Background: an optimization exercise with open tools, aiming at small area and a short achievable clock period. Do not read the settings as production practice. RTL that was checked went through simulation tests only; none was proved equivalent to the original.

==> module fpu, before the edit <==
module fpu #(
    parameter DATA_WIDTH = 32,
    parameter INST_WIDTH = 1
)(
    input                   i_clk,
    input                   i_rst_n,
    input  [DATA_WIDTH-1:0] i_data_a,
    input  [DATA_WIDTH-1:0] i_data_b,
    input  [INST_WIDTH-1:0] i_inst,
    input                   i_valid,
    output [DATA_WIDTH-1:0] o_data,
    output                  o_valid
);
    reg [DATA_WIDTH-1:0]    o_data_r;
    reg                     o_valid_r;
    assign o_data  = o_data_r;
    assign o_valid = o_valid_r;
    wire        sa = i_data_a[31];
    wire        sb = i_data_b[31];
    wire [7:0]  ea = i_data_a[30:23];
    wire [7:0]  eb = i_data_b[30:23];
    wire [23:0] fa = {1'b1, i_data_a[22:0]};
    wire [23:0] fb = {1'b1, i_data_b[22:0]};
    wire        a_gt = i_data_a[30:0] > i_data_b[30:0];
    wire [8:0]  dab  = {1'b0, ea} - {1'b0, eb};
    wire [7:0]  dba  = eb - ea;
    wire [7:0]  d    = dab[8] ? dba : dab[7:0];
    wire [7:0]  ebig = a_gt ? ea : eb;
    wire [23:0] fbig = a_gt ? fa : fb;
    wire [23:0] fsml = a_gt ? fb : fa;
    wire        sbig = a_gt ? sa : sb;
    wire        sub  = sa ^ sb;
    wire        d0   = (d == 8'd0);
    wire        dv   = (d <= 8'd24);
    wire [25:0] al   = dv ? ({fsml, 2'b00} >> d[4:0]) : 26'd0;
    wire [23:0] t    = al[25:2];
    reg  [4:0]  tza, tzb;
    integer i;
    always @(*) begin
        tza = 5'd23;
        tzb = 5'd23;
        for (i = 22; i >= 0; i = i - 1) begin
            if (fa[i]) tza = i;
            if (fb[i]) tzb = i;
        end
    end
    wire [4:0]  tz   = a_gt ? tzb : tza;
    wire        nzA  = dv & ({3'b0, tz} + 8'd1 < d);    
    wire        nzB  = dv & ({3'b0, tz} + 8'd2 < d);    
    wire        nzC  = dv & ({3'b0, tz} < d);           
    wire        rem23 = al[1] ^ (sub & nzA);
    wire        rem22 = al[0] ^ (sub & nzB);
    wire [24:0] fs;
    fpu_add #(24) u_fadd (.a(fbig), .b(t ^ {24{sub}}), .cin(sub & d0), .s(fs[23:0]), .co(fs[24]));
    wire [24:0] fsum = {fs[24] & ~sub, fs[23:0]};
    wire [24:0] v    = {fsum[23:0], rem23};
    wire [24:0] mk   = (ebig <= 8'd24) ? (25'h1000000 >> ebig[4:0]) : 25'd0;
    wire [24:0] vm   = v | mk;
    reg  [4:0]  kk;
    always @(*) begin
        kk = 5'd25;
        for (i = 0; i < 25; i = i + 1)
            if (vm[i]) kk = 24 - i;
    end
    wire        vz   = ~|v;
    wire [25:0] w    = {v, rem22};
    wire [25:0] ws   = w << kk;
    wire [23:0] af   = fsum[24] ? fsum[24:1] : ws[25:2];
    wire        ard  = fsum[24] ? fsum[0] : ws[1];
    wire        ast  = fsum[24] ? nzC : (kk == 5'd0) ? nzA : (kk == 5'd1) ? nzB : 1'b0;
    wire [7:0]  ae   = fsum[24] ? ebig + 8'd1 : vz ? 8'd0 : ebig - {3'b0, kk};
    wire [47:22] p;
    fpu_mul u_mul (.a(i_data_a[22:0]), .b(i_data_b[22:0]), .p(p));
    wire [5:0]  tzp  = {1'b0, tza} + {1'b0, tzb};
    wire        ms   = sa ^ sb;
    wire [7:0]  me   = ea + eb - 8'd127 + {7'b0, p[47]};
    wire [23:0] mf   = p[47] ? p[47:24] : p[46:23];
    wire        mrd  = p[47] ? p[23] : p[22];
    wire        mst  = p[47] ? (tzp < 6'd23) : (tzp < 6'd22);
    wire        mul  = i_inst[0];
    wire [22:0] f    = mul ? mf[22:0] : af[22:0];
    wire        rd   = mul ? mrd : ard;
    wire        st   = mul ? mst : ast;
    wire        rnd  = rd & (st | f[0]);
    wire [22:0] fr   = f + {22'b0, rnd};
    wire [31:0] res  = {mul ? ms : sbig, mul ? me : ae, fr};
    always @(posedge i_clk or negedge i_rst_n) begin
        if (~i_rst_n) begin
            o_data_r  <= 0;
            o_valid_r <= 0;
        end else begin
            if (i_valid)
                o_data_r <= res;
            o_valid_r <= i_valid;
        end
    end
endmodule
==> module fpu_add, before the edit <==
module fpu_add #(parameter N = 8) (
    input  [N-1:0] a,
    input  [N-1:0] b,
    input          cin,
    output [N-1:0] s,
    output         co
);
    localparam L = $clog2(N + 1);
    wire [N:0] g [0:L];
    wire [N:0] p [0:L];
    assign g[0] = {a & b, cin};
    assign p[0] = {a ^ b, 1'b0};
    genvar lv, j;
    generate
        for (lv = 0; lv < L; lv = lv + 1) begin : lvl
            for (j = 0; j <= N; j = j + 1) begin : bt
                if ((j >> lv) & 1) begin : mrg
                    assign g[lv+1][j] = g[lv][j] | (p[lv][j] & g[lv][((j >> lv) << lv) - 1]);
                    assign p[lv+1][j] = p[lv][j] & p[lv][((j >> lv) << lv) - 1];
                end else begin : pas
                    assign g[lv+1][j] = g[lv][j];
                    assign p[lv+1][j] = p[lv][j];
                end
            end
        end
    endgenerate
    assign s  = (a ^ b) ^ g[L][N-1:0];
    assign co = g[L][N];
endmodule
clock: 70.0 ns
lec_check: 0
abc_area: 1
cap_margin: 20
core_margin: 2
core_utilization: 45
place_density: 0.6
slew_margin: 20
synth_hierarchical: 1
standard.sh (not shown) runs the stock make flow with config.mk's settings and CLKGATE_MAP_FILE= SYNTH_SCRIPT=/design/flow/synth_recipe.tcl, a recipe that flattens the netlist after the stock synthesis.
==> flow/flow/run.sh <==
#!/bin/bash
# Standard synthesis, then an inverter clean-up around the full adders
# (flow/netopt.py), then the rest of the standard layout with plain
# buffers on the ports and setup repair aimed beyond the clock period.
set -euo pipefail
R=orfs/results/${FLOW_PLATFORM}/fpu/base
LIB=${FLOW_HOME}/platforms/${FLOW_PLATFORM}/lib/sky130_fd_sc_hd__tt_025C_1v80.lib
bash standard.sh synth > synth.log 2>&1
cp $R/1_2_yosys.v 1_2_yosys_std.v
python3 flow/netopt.py "$LIB" 1_2_yosys_std.v $R/1_2_yosys.v > netopt.log 2>&1
rm -f $R/1_synth.odb $R/1_synth.sdc
export BUFFER_PORTS_ARGS="-buffer_cell sky130_fd_sc_hd__buf_2"
export SETUP_SLACK_MARGIN=${MARGIN:-46}
bash standard.sh finish > layout.log 2>&1
Other scripts of this flow, unchanged in this note and not shown: flow/flow/netopt.py
Rerun with:
--- a/flow/design.v
+++ b/flow/design.v
@@ -48,12 +48,20 @@
     wire        nzA  = dv & ({3'b0, tz} + 8'd1 < d);    
     wire        nzB  = dv & ({3'b0, tz} + 8'd2 < d);    
     wire        nzC  = dv & ({3'b0, tz} < d);           
     wire        rem23 = al[1] ^ (sub & nzA);
     wire        rem22 = al[0] ^ (sub & nzB);
-    wire [24:0] fs;
-    fpu_add #(24) u_fadd (.a(fbig), .b(t ^ {24{sub}}), .cin(sub & d0), .s(fs[23:0]), .co(fs[24]));
+    wire [23:0] ta   = t ^ {24{sub}};
+    wire        ci   = sub & d0;
+    wire [8:0]  fs0  = {1'b0, fbig[7:0]} + {1'b0, ta[7:0]} + {8'd0, ci};
+    wire [8:0]  fs10 = {1'b0, fbig[15:8]} + {1'b0, ta[15:8]};
+    wire [8:0]  fs11 = {1'b0, fbig[15:8]} + {1'b0, ta[15:8]} + 9'd1;
+    wire [8:0]  fs20 = {1'b0, fbig[23:16]} + {1'b0, ta[23:16]};
+    wire [8:0]  fs21 = {1'b0, fbig[23:16]} + {1'b0, ta[23:16]} + 9'd1;
+    wire [8:0]  fs1  = fs0[8] ? fs11 : fs10;
+    wire [8:0]  fs2  = fs1[8] ? fs21 : fs20;
+    wire [24:0] fs   = {fs2, fs1[7:0], fs0[7:0]};
     wire [24:0] fsum = {fs[24] & ~sub, fs[23:0]};
     wire [24:0] v    = {fsum[23:0], rem23};
     wire [24:0] mk   = (ebig <= 8'd24) ? (25'h1000000 >> ebig[4:0]) : 25'd0;
     wire [24:0] vm   = v | mk;
     reg  [4:0]  kk;
@@ -93,39 +101,10 @@
                 o_data_r <= res;
             o_valid_r <= i_valid;
         end
     end
 endmodule
-module fpu_add #(parameter N = 8) (
-    input  [N-1:0] a,
-    input  [N-1:0] b,
-    input          cin,
-    output [N-1:0] s,
-    output         co
-);
-    localparam L = $clog2(N + 1);
-    wire [N:0] g [0:L];
-    wire [N:0] p [0:L];
-    assign g[0] = {a & b, cin};
-    assign p[0] = {a ^ b, 1'b0};
-    genvar lv, j;
-    generate
-        for (lv = 0; lv < L; lv = lv + 1) begin : lvl
-            for (j = 0; j <= N; j = j + 1) begin : bt
-                if ((j >> lv) & 1) begin : mrg
-                    assign g[lv+1][j] = g[lv][j] | (p[lv][j] & g[lv][((j >> lv) << lv) - 1]);
-                    assign p[lv+1][j] = p[lv][j] & p[lv][((j >> lv) << lv) - 1];
-                end else begin : pas
-                    assign g[lv+1][j] = g[lv][j];
-                    assign p[lv+1][j] = p[lv][j];
-                end
-            end
-        end
-    endgenerate
-    assign s  = (a ^ b) ^ g[L][N-1:0];
-    assign co = g[L][N];
-endmodule
 module fpu_mul(input [22:0] a, input [22:0] b, output [47:22] p);
     wire neg_0 = b[1];
     wire one_0 = b[0] ^ 1'b0;
     wire two_0 = (b[1] & ~b[0] & ~1'b0) | (~b[1] & b[0] & 1'b0);
     wire bp_0_0 = ((one_0 & a[0]) | (two_0 & 1'b0)) ^ neg_0;
- The new run finished with timing, DRC and antenna clean
- synthesized cell count goes up by 0.55%
- area after synthesis goes up by 0.50%
- clock-buffer cell count goes down by 2
- register-to-register slack gets better by 0.02 ns
- utilization goes up by 0.80 points
- setup slack gets better by 0.073 ns
- hold slack stays flat
- wire length goes down by 3.8%
- non-clock buffer count goes up by 7
- cell area goes up by 1.9%
- die area goes up by 0.49%
- sequential share of layout area barely changes
Function not checked in the first run of this note: the RTL went through the layout flow alone.

[port drivers added, routing unchanged]
Ports are ideal in the flow. The routed layouts listed here were re-timed in OpenROAD.
Step 1: set_driving_cell puts a clkbuf_16 on i_clk and a buf_2 on each other input, an assumption about the parent block.
Step 2, shift: input delay + t, output delay - t, t = (earliest + latest rising clock arrival at the registers) / 2. This alone moves slack from input paths to output paths.
Slacks: ideal ports / drivers / drivers and shift; pairs: ideal ports / drivers.
| run | t (ns) | setup slack, ns | worst data-port slew with drivers (ns) |
|---|---|---|---|
| the first run | 0.302 | 46.529 / 46.535 / 46.233 | 0.07 |
| the second run | 0.339 | 46.603 / 46.612 / 46.273 | 0.04 |
After both steps every run listed still meets setup and hold. For the second run, which loses most, drivers alone change the setup slack by +0.009 ns; drivers and shift together by -0.330 ns.
